This is an optimization exercise on Yosys and OpenROAD, whose aim is small area, not a production implementation. The RTL was checked by simulation tests, not by an equivalence proof against the original design. Power is estimated from default activity; no workload was simulated.

Setup of pepper:
==> module Top_Module, before the edit <==
module Top_Module #(parameter CW = 16) (
    input Trigger_S1,
    input Trigger_S2,
    input Trigger_S3,
    input Trigger_S4,
    input Gbl_CLK,
    input RST_EX,
    input Dim_Load,
    input [31:0] DIM_MAX,
    output SR_OUT1,
    output SR_OUT2,
    output SR_OUT3,
    output SR_OUT4,
    output Flag_ERR,
    output Flag_CNT,
    output Flag_DIAG,
    output Flag_MED,
    output Result_Ready,
    output [1:0] Quadrent,
    output [31:0] P,
    output [31:0] Q,
    output [31:0] R
    );
    reg [3:0] L, SR;
    wire [3:0] T = {Trigger_S1, Trigger_S2, Trigger_S3, Trigger_S4};
    always @(posedge Gbl_CLK) begin
        L  <= T | (L & {4{~RST_EX}});
        SR <= L;
    end
    assign {SR_OUT1, SR_OUT2, SR_OUT3, SR_OUT4} = SR;
    wire any_r = |SR;           
    wire all_r = &SR;           
    wire all_l = &L;
    wire [3:0] rise = T & ~L;
    reg rst_d;
    always @(posedge Gbl_CLK) rst_d <= RST_EX;
    reg [3:0] ph;
    always @(posedge Gbl_CLK)
        if (RST_EX || ph == 4'd9) ph <= 4'd0;
        else                      ph <= ph + 4'd1;
    wire tick = (ph == 4'd4);      
    reg [CW-1:0] lim;
    reg        lim_hi;
    always @(posedge Gbl_CLK)
        if (Dim_Load) begin
            lim    <= DIM_MAX[CW-1:0];
            lim_hi <= |DIM_MAX[31:CW];
        end
    reg [CW-1:0] G;
    reg        cof_g;           
    reg        cof_s;           
    wire [CW:0] c;
    assign c[0] = 1'b1;
    genvar i;
    generate for (i = 0; i < CW; i = i + 1) begin : cmp
        assign c[i+1] = (G[i] & ~lim[i]) | (c[i] & (G[i] | ~lim[i]));
    end endgenerate
    wire       ge    = ~lim_hi & c[CW];
    wire       etick = tick & any_r & ~all_l;
    wire [CW-1:0] G_n = (etick & ~ge) ? G + 1'b1 : G;
    wire       cof_n = etick ? ge : cof_g;
    always @(posedge Gbl_CLK) begin
        G     <= rst_d ? {CW{1'b0}} : G_n;       
        cof_g <= ~RST_EX & cof_n;
        cof_s <= ~RST_EX & (cof_s | (|rise & cof_n));
    end
    wire COF = ~all_l & (cof_g | cof_s);
    reg [CW-1:0] V1, V2;
    reg [1:0]  s;
    reg [1:0]  tA, tB, tC, tD;
    wire       alloc = (|rise) & any_r & ~RST_EX & ~rst_d;
    wire [1:0] s_n   = s + 2'd1;
    reg        alloc_d;
    always @(posedge Gbl_CLK) alloc_d <= alloc;
    always @(posedge Gbl_CLK) begin
        if (alloc_d && s == 2'd1) V1 <= G;
        if (alloc_d && s == 2'd2) V2 <= G;
        if (RST_EX) begin
            s <= 2'd0; tA <= 2'd0; tB <= 2'd0; tC <= 2'd0; tD <= 2'd0;
        end else if (alloc) begin
            s <= s_n;
            if (rise[3]) tA <= s_n;
            if (rise[2]) tB <= s_n;
            if (rise[1]) tC <= s_n;
            if (rise[0]) tD <= s_n;
        end
    end
    wire [1:0] selX, selY, selZ;
    FSM Logic_System(.FSM_CLK(Gbl_CLK), .COF(COF), .FSM_RST(RST_EX),
        .A(L[3]), .B(L[2]), .C(L[1]), .D(L[0]),
        .FSM_ERR(Flag_ERR), .FSM_CNT(Flag_CNT), .FSM_DIAG(Flag_DIAG), .FSM_MED(Flag_MED),
        .FSM_W(Quadrent), .FSM_X(selX), .FSM_Y(selY), .FSM_Z(selZ));
    function [1:0] pick(input [1:0] sel, input [1:0] a, input [1:0] b, input [1:0] c, input [1:0] d);
        case (sel)
            2'd0: pick = a;
            2'd1: pick = b;
            2'd2: pick = c;
            default: pick = d;
        endcase
    endfunction
    reg [1:0] tP, tQ, tR;
    reg       rdy;
    always @(posedge Gbl_CLK) begin
        tP  <= all_r ? pick(selX, tA, tB, tC, tD) : 2'd0;
        tQ  <= all_r ? pick(selY, tA, tB, tC, tD) : 2'd0;
        tR  <= all_r ? pick(selZ, tA, tB, tC, tD) : 2'd0;
        rdy <= all_r | (rdy & ~RST_EX);
    end
    assign Result_Ready = rdy;
    function [CW-1:0] slot(input [1:0] t, input [CW-1:0] v1, input [CW-1:0] v2, input [CW-1:0] g);
        case (t)
            2'd0: slot = {CW{1'b0}};
            2'd1: slot = v1;
            2'd2: slot = v2;
            default: slot = g;
        endcase
    endfunction
    assign P = {{(32-CW){1'b0}}, slot(tP, V1, V2, G)};
    assign Q = {{(32-CW){1'b0}}, slot(tQ, V1, V2, G)};
    assign R = {{(32-CW){1'b0}}, slot(tR, V1, V2, G)};
endmodule
export LEC_CHECK = 0
export ABC_AREA = 1
export CAP_MARGIN = 20
export CORE_MARGIN = 2
export CORE_UTILIZATION = 40
export CTS_BUF_LIST = sky130_fd_sc_hd__clkbuf_8
export SLEW_MARGIN = 20
create_clock -name core_clock -period 10.0 [get_ports {Gbl_CLK}]
standard.sh (not shown) runs the stock make flow with config.mk's settings and CLKGATE_MAP_FILE= SYNTH_SCRIPT=/design/flow/synth_recipe.tcl, a recipe that flattens the netlist after the stock synthesis.
==> flow/flow/run.sh <==
#!/bin/bash
# The standard layout with two changes to how the layout is made:
#  - synthesis maps the logic with an area-oriented ABC script (flow/abc_area.script,
#    used in place of ORFS's own abc_area.script; only the ABC step differs)
#  - the port buffers use the smallest buffer cell
# Each step's full output goes to a log file in this folder.
set -euo pipefail
HERE=$(pwd)
rm -rf "$HERE/scripts_local"
cp -r "$FLOW_HOME/scripts" "$HERE/scripts_local"
cp "$HERE/flow/abc_area.script" "$HERE/scripts_local/abc_area.script"
bash standard.sh SCRIPTS_DIR="$HERE/scripts_local" synth > "$HERE/make_synth.log" 2>&1
export BUFFER_PORTS_ARGS="-buffer_cell sky130_fd_sc_hd__buf_1"
bash standard.sh finish > "$HERE/make_finish.log" 2>&1
==> flow/flow/abc_area.script <==
strash
&get -n
&deepsyn -T 60
&put
dch -f
amap
topo
### pepper -> raven
--- a/flow/design.v
+++ b/flow/design.v
@@ -72,9 +72,7 @@
     wire       alloc = (|rise) & any_r & ~RST_EX & ~rst_d;
     wire [1:0] s_n   = s + 2'd1;
-    reg        alloc_d;
-    always @(posedge Gbl_CLK) alloc_d <= alloc;
     always @(posedge Gbl_CLK) begin
-        if (alloc_d && s == 2'd1) V1 <= G;
-        if (alloc_d && s == 2'd2) V2 <= G;
+        if (alloc && s == 2'd0) V1 <= G_n;
+        if (alloc && s == 2'd1) V2 <= G_n;
         if (RST_EX) begin
             s <= 2'd0; tA <= 2'd0; tB <= 2'd0; tC <= 2'd0; tD <= 2'd0;
Notes after the runs:
- raven -> pepper: slew of the pin with the lowest slew margin flat
- Looking at timing startpoint of the critical path, the G[0]$_SDFF_PP0_ result is from raven; the G[0]$_SDFFE_PP0P_ one comes from pepper.
- Total leakage power (higher): raven
- Diff pepper -> raven: all-layer global routing usage grew by 1.5 points; number of logic stages on the critical path including buffering grew by 3.
- Of pepper and raven, raven shows the higher number of clock buffer instances in the layout, with pepper below it.
- Of pepper and raven, pepper shows the lower proportion of power drawn by combinational gates, with raven above it.
- Post-synthesis instance area, pepper and raven, lower one = pepper.
- Comparing pepper and raven, the higher hold slack is on raven.
- Taking pepper as the reference, in raven final design area excluding fillers went up, final routed wirelength across all metal layers went up, critical path arrival rose by 1.20 ns.

-- afterwards: timing with drivers on the ports --
No port has a modelled driver above. Below, the same layouts with a new extraction and two added sets of constraints.
Step 1: set_driving_cell puts a clkbuf_16 on Gbl_CLK and a buf_2 on each other input, an assumption about the parent block.
Step 2 times the ports against the registers' clock, not the clock port: input delays grow and output delays shrink by t, the midpoint of the rising clock arrivals with the driver on.
a / b / c = ideal / step 1 / step 2; a / b = the first two.
| run | t (ns) | slack for setup (ns) | worst hold slack (ns) |
|---|---|---|---|
| pepper | 0.393 | 5.379 / 5.379 / 5.379 | 0.461 / 0.461 / 0.461 |
| raven | 0.411 | 4.059 / 4.059 / 4.059 | 0.482 / 0.482 / 0.482 |
After both steps setup and hold are still met in every run listed.
